Background: an optimization exercise with open tools, aiming at small area. Do not read the settings as production practice. Only simulation tests tie the RTL to the original design; equivalence was not proved. Power figures rest on the tool's default switching activity, not on a simulated workload.

==> 07-07: inputs <==
## top
module top #
(
 parameter DATA_WIDTH = 8,
 parameter ADDR_WIDTH = 4
)
(
 input clk,
 input reset_n,
 input [ADDR_WIDTH-1:0]opcode_in,
 input CS_0,CS_1,
 input wr_en_0,wr_en_1,
 input [ADDR_WIDTH-1:0]addr_in_0,addr_in_1,
 input [DATA_WIDTH-1:0]a_in,
 input [DATA_WIDTH-1:0]b_in,
 output reg carry_out,
 output reg [DATA_WIDTH-1:0]result_out
);
==> module memory, before the edit <==
module memory #
(
 parameter DATA_WIDTH = 8,
 parameter ADDR_WIDTH = 4
)
(
 input clk,
 input CS,wr_en,
 input [DATA_WIDTH-1:0] data_in,
 input [ADDR_WIDTH-1:0] addr_in,
 input [ADDR_WIDTH-1:0] rot,
 output reg [DATA_WIDTH-1:0] temp_reg,
 output rd
);
 wire wr = CS & wr_en;
 assign rd = CS & ~wr_en;
 wire [ADDR_WIDTH-1:0] pos = addr_in + rot;
 reg [16*DATA_WIDTH-1:0] ring;
 wire [DATA_WIDTH-1:0] m [0:15];
 wire [15:0] sel;
 genvar w;
 generate
   for (w = 0; w < 16; w = w + 1) begin : word
     localparam integer PREV = (w + 15) % 16;
     assign sel[w] = (pos == w);
     assign m[w] = ring[w*DATA_WIDTH +: DATA_WIDTH];
     always @(posedge clk)
       ring[w*DATA_WIDTH +: DATA_WIDTH] <= (wr & sel[PREV])
         ? (data_in ^ {DATA_WIDTH{w[0]}})
         : ~ring[PREV*DATA_WIDTH +: DATA_WIDTH];
   end
 endgenerate
 reg [DATA_WIDTH-1:0] r_even, r_odd;
 integer i;
 always @(*) begin
   r_even = {DATA_WIDTH{1'b0}};
   r_odd = {DATA_WIDTH{1'b0}};
   for (i = 0; i < 16; i = i + 2) begin
     r_even = r_even | ({DATA_WIDTH{sel[i]}} & m[i]);
     r_odd = r_odd | ({DATA_WIDTH{sel[i+1]}} & m[i+1]);
   end
 end
 always @(posedge clk)
   if (rd)
     temp_reg <= pos[0] ? ~r_odd : r_even;
endmodule
==> module top, before the edit <==
module top #
(
 parameter DATA_WIDTH = 8,
 parameter ADDR_WIDTH = 4
)
(
 input clk,
 input reset_n,
 input [ADDR_WIDTH-1:0]opcode_in,
 input CS_0,CS_1,
 input wr_en_0,wr_en_1,
 input [ADDR_WIDTH-1:0]addr_in_0,addr_in_1,
 input [DATA_WIDTH-1:0]a_in,
 input [DATA_WIDTH-1:0]b_in,
 output reg carry_out,
 output reg [DATA_WIDTH-1:0]result_out
);
 wire [DATA_WIDTH-1:0]data_out_0,data_out_1;
 wire rd_0, rd_1;
 wire [DATA_WIDTH-1:0]data_out_temp;
 wire carry_out_temp;
 reg [ADDR_WIDTH-1:0]opcode_temp;
 reg [ADDR_WIDTH-1:0] rot;
 always @(posedge clk)
   rot <= rot + 1'b1;
 memory ram_0(
     .clk(clk),
     .CS(CS_0),
     .wr_en(wr_en_0),
     .data_in(a_in),
     .addr_in(addr_in_0),
     .rot(rot),
     .temp_reg(data_out_0),
     .rd(rd_0)
);
 memory ram_1(
     .clk(clk),
     .CS(CS_1),
     .wr_en(wr_en_1),
     .data_in(b_in),
     .addr_in(addr_in_1),
     .rot(rot),
     .temp_reg(data_out_1),
     .rd(rd_1)
);
 always@(posedge clk,negedge reset_n)
 begin
    if(!reset_n)
        opcode_temp <= 4'd0;
    else
        opcode_temp <= opcode_in;
 end
 alu alu0(
     .a_in_temp(data_out_0),
     .b_in_temp(data_out_1),
     .ena(rd_0),
     .enb(rd_1),
     .opcode_temp(opcode_temp),
     .data_out_temp(data_out_temp),
     .carry_out_temp(carry_out_temp)
);
always@(posedge clk,negedge reset_n)
 begin
    if(!reset_n)
        {carry_out,result_out} <= 0;
    else
        {carry_out,result_out} <= {carry_out_temp,data_out_temp};
 end
endmodule
==> flow/config.mk <==
export PLATFORM = sky130hd
export DESIGN_NAME = top
export DESIGN_NICKNAME = top
export VERILOG_FILES = /design/flow/design.v
export SDC_FILE = /design/flow/constraint.sdc
export NUM_CORES = 4
export LEC_CHECK = 0
export CAP_MARGIN = 20
export CORE_MARGIN = 2
export CORE_UTILIZATION = 40
export SLEW_MARGIN = 20
==> flow/constraint.sdc <==
create_clock -name core_clock -period 3.8 [get_ports {clk}]
set_input_delay 0.7600 -clock core_clock [delete_from_list [all_inputs] [get_ports {clk}]]
set_output_delay 0.7600 -clock core_clock [all_outputs]
set_load 0.01 [all_outputs]
standard.sh (not shown) runs the stock make flow with config.mk's settings and CLKGATE_MAP_FILE= SYNTH_SCRIPT=/design/flow/synth_recipe.tcl, a recipe that flattens the netlist after the stock synthesis.
==> flow/flow/run.sh <==
#!/bin/bash
# Own layout flow: the standard ORFS flow (standard.sh) with
#  - no timing-driven global placement,
#  - synthesis through synth_own.tcl (standard synthesis, own two-pass ABC mapping),
#  - port buffers of buf_2 instead of the resizer's default pick,
#  - clock tree of clkbuf_4 leaf clusters of up to 10 sinks, without dummy loads.
# All tool output goes to standard.log here; ORFS keeps its per-step logs in orfs/logs.
set -euo pipefail
F=$PWD/flow
bash standard.sh \
  SYNTH_SCRIPT=$F/synth_own.tcl \
  CORE_UTILIZATION=60 GPL_TIMING_DRIVEN=0 \
  CAP_MARGIN=0 SLEW_MARGIN=0 \
  "BUFFER_PORTS_ARGS=-buffer_cell sky130_fd_sc_hd__buf_2" \
  "CTS_ARGS=-sink_clustering_enable -repair_clock_nets -dont_use_dummy_load -buf_list sky130_fd_sc_hd__clkbuf_4 -sink_clustering_size 10 -sink_clustering_max_diameter 40" \
  finish > standard.log 2>&1
==> flow/flow/abc_own.script <==
&get -n
&st
&dch -f
&nf -R 2000 -C 32
&put
topo
stime -c
buffer -c
upsize -c
dnsize -c
==> flow/flow/abc_ring.script <==
strash
dch -f
amap
==> flow/flow/synth_own.tcl <==
set own_dir [file dirname [file normalize [info script]]]
proc synth {args} { yosys synth -nofsm -noshare {*}$args }
proc abc {args} {
  global own_dir
  set i [lsearch -exact $args -script]
  if { $i < 0 } { yosys abc {*}$args; return }
  set ring_args $args
  lset ring_args [expr {$i + 1}] [file join $own_dir abc_ring.script]
  yosys select -set ringcone {*}[list c:*ring* {%ci1:+[D]} %ci1 %ci2]
  yosys select {*}[list @ringcone {t:$_MUX_} {t:$_NOT_} {t:$_NMUX_} %u %u %i]
  yosys select -count %
  yosys abc {*}$ring_args
  yosys select -clear
  lset args [expr {$i + 1}] [file join $own_dir abc_own.script]
  yosys abc {*}$args
}
source $::env(SCRIPTS_DIR)/synth.tcl
# left out here: clear keep_hierarchy, flatten, clean up, hide names made inside functions, write 1_2_yosys.v
==> inputs of 01-18, as changes to 07-07 <==
--- a/flow/design.v
+++ b/flow/design.v
@@ -57,41 +57,37 @@
  input CS,wr_en,
  input [DATA_WIDTH-1:0] data_in,
  input [ADDR_WIDTH-1:0] addr_in,
- input [ADDR_WIDTH-1:0] rot,
  output reg [DATA_WIDTH-1:0] temp_reg,
  output rd
 );
  wire wr = CS & wr_en;
  assign rd = CS & ~wr_en;
- wire [ADDR_WIDTH-1:0] pos = addr_in + rot;
- reg [16*DATA_WIDTH-1:0] ring;
+ reg [16*DATA_WIDTH-1:0] mem;
  wire [DATA_WIDTH-1:0] m [0:15];
- wire [15:0] sel;
+ wire [DATA_WIDTH-1:0] s [0:15];
+ wire [3:0] lo = 4'b0001 << addr_in[1:0];
+ wire [3:0] hi = 4'b0001 << addr_in[3:2];
  genvar w;
  generate
    for (w = 0; w < 16; w = w + 1) begin : word
-     localparam integer PREV = (w + 15) % 16;
-     assign sel[w] = (pos == w);
-     assign m[w] = ring[w*DATA_WIDTH +: DATA_WIDTH];
+     wire sel = lo[w % 4] & hi[w / 4];
+     assign m[w] = mem[w*DATA_WIDTH +: DATA_WIDTH];
+     assign s[w] = {DATA_WIDTH{sel}};
      always @(posedge clk)
-       ring[w*DATA_WIDTH +: DATA_WIDTH] <= (wr & sel[PREV])
-         ? (data_in ^ {DATA_WIDTH{w[0]}})
-         : ~ring[PREV*DATA_WIDTH +: DATA_WIDTH];
+       if (wr & sel)
+         mem[w*DATA_WIDTH +: DATA_WIDTH] <= data_in;
    end
  endgenerate
- reg [DATA_WIDTH-1:0] r_even, r_odd;
- integer i;
- always @(*) begin
-   r_even = {DATA_WIDTH{1'b0}};
-   r_odd = {DATA_WIDTH{1'b0}};
-   for (i = 0; i < 16; i = i + 2) begin
-     r_even = r_even | ({DATA_WIDTH{sel[i]}} & m[i]);
-     r_odd = r_odd | ({DATA_WIDTH{sel[i+1]}} & m[i+1]);
-   end
- end
+ wire [DATA_WIDTH-1:0] n0 = ~((s[0]  & m[0])  | (s[1]  & m[1])  | (s[2]  & m[2]));
+ wire [DATA_WIDTH-1:0] n1 = ~((s[3]  & m[3])  | (s[4]  & m[4])  | (s[5]  & m[5]));
+ wire [DATA_WIDTH-1:0] n2 = ~((s[6]  & m[6])  | (s[7]  & m[7])  | (s[8]  & m[8]));
+ wire [DATA_WIDTH-1:0] n3 = ~((s[9]  & m[9])  | (s[10] & m[10]) | (s[11] & m[11]));
+ wire [DATA_WIDTH-1:0] n4 = ~((s[12] & m[12]) | (s[13] & m[13]) | (s[14] & m[14]));
+ wire [DATA_WIDTH-1:0] n5 = ~(s[15] & m[15]);
+ wire [DATA_WIDTH-1:0] rdata = ~(n0 & n1 & n2 & n3 & n4 & n5);
  always @(posedge clk)
    if (rd)
-     temp_reg <= pos[0] ? ~r_odd : r_even;
+     temp_reg <= rdata;
 endmodule
 `timescale 1ns / 1ps
 module top #
@@ -116,16 +112,12 @@
  wire [DATA_WIDTH-1:0]data_out_temp;
  wire carry_out_temp;
  reg [ADDR_WIDTH-1:0]opcode_temp;
- reg [ADDR_WIDTH-1:0] rot;
- always @(posedge clk)
-   rot <= rot + 1'b1;
  memory ram_0(
      .clk(clk),
      .CS(CS_0),
      .wr_en(wr_en_0),
      .data_in(a_in),
      .addr_in(addr_in_0),
-     .rot(rot),
      .temp_reg(data_out_0),
      .rd(rd_0)
 );
@@ -135,7 +127,6 @@
      .wr_en(wr_en_1),
      .data_in(b_in),
      .addr_in(addr_in_1),
-     .rot(rot),
      .temp_reg(data_out_1),
      .rd(rd_1)
 );
==> flow/flow/run.sh (replaced) <==
#!/bin/bash
# Own layout flow: the standard ORFS flow (standard.sh) with
#  - synthesis through synth_own.tcl (standard synthesis, own ABC mapping script),
#  - port buffers of buf_2 instead of the resizer's default pick,
#  - clock tree of clkbuf_8 leaf clusters, without dummy loads.
# All tool output goes to standard.log here; ORFS keeps its per-step logs in orfs/logs.
set -euo pipefail
F=$PWD/flow
bash standard.sh \
  SYNTH_SCRIPT=$F/synth_own.tcl \
  CORE_UTILIZATION=60 GPL_TIMING_DRIVEN=0 \
  CAP_MARGIN=0 SLEW_MARGIN=0 \
  "BUFFER_PORTS_ARGS=-buffer_cell sky130_fd_sc_hd__buf_2" \
  "CTS_ARGS=-sink_clustering_enable -repair_clock_nets -dont_use_dummy_load -buf_list sky130_fd_sc_hd__clkbuf_4 -sink_clustering_size 12 -sink_clustering_max_diameter 50" \
  finish > standard.log 2>&1
==> flow/flow/abc_own.script (replaced) <==
&get -n
&st
&dch -f
&nf -R 2000 -C 32
&put
==> flow/flow/synth_own.tcl (replaced) <==
set own_abc_script [file join [file dirname [file normalize [info script]]] abc_own.script]
proc synth {args} { yosys synth -nofsm -noshare {*}$args }
proc abc {args} {
  global own_abc_script
  set i [lsearch -exact $args -script]
  if { $i >= 0 } { lset args [expr {$i + 1}] $own_abc_script }
  yosys abc {*}$args
}
source $::env(SCRIPTS_DIR)/synth.tcl
# left out here: clear keep_hierarchy, flatten, clean up, hide names made inside functions, write 1_2_yosys.v
removed: flow/flow/abc_ring.script
==> comparison table <==
quantity                                                                                      01-18                     07-07
Outcome                                                            no timing/DRC/antenna violations  no timing/DRC/antenna violations
HPWL after detailed placement                                                              13.50 mm                  22.73 mm
Area of the multi-input gates                                                        0.002138 sq mm            0.004074 sq mm
Total number of nets in the final design                                                        701                      1137
Syn_nets                                                                                        621                      1045
Portion of total power attributed to the clock network                                        23.6%                     22.8%
Most frequently used flop master after synthesis                          sky130_fd_sc_hd__edfxtp_1  sky130_fd_sc_hd__dfxtp_1
Post-route fraction of the period consumed by the critical path                              95.53%                    94.23%
Syn_area_per_cell                                                                       18.45 sq um               10.42 sq um
Non-clock buffering overhead                                                                 2.355%                    3.042%
Total of flip-flops plus latches after synthesis                                                285                       289
Power density relative to cell area                                                   439.7 mW/mm^2             572.5 mW/mm^2
Number of enable-type register cells in the synthesized netlist                                 272                        16
Number of violations reported at the end of detailed-routing iteration 0                        768                      1236
Total design power                                                                         5.023 mW                  6.452 mW

afterwards: timing with drivers on the ports:
In the flow no input, the clock included, has a driving cell. The finished layouts below were timed again as built, in two steps.
Step 1 (the two cells are an assumption about what drives the block):
set clk [get_ports {clk}]
set_driving_cell -lib_cell sky130_fd_sc_hd__clkbuf_16 $clk
set_driving_cell -lib_cell sky130_fd_sc_hd__buf_2 [delete_from_list [all_inputs] $clk]
Step 2 times the ports against the registers' clock, not the clock port: input delays grow and output delays shrink by t, the midpoint of the rising clock arrivals with the driver on.
a / b / c = ideal / step 1 / step 2; a / b = the first two.
run	shift t [ns]	slack for setup (ns)	clock arrival spread, ns	cell pins on the clock port's net
07-07	0.676	0.219 / 0.219 / -0.285	0.067 / 0.067	1
01-18	0.683	0.170 / 0.170 / -0.487	0.088 / 0.089	1
With both steps, setup timing fails in 07-07 and 01-18, where it was met with ideal ports. The setup slack of 01-18, which loses most, moves by 0.000 ns with the drivers and by -0.657 ns with both steps.
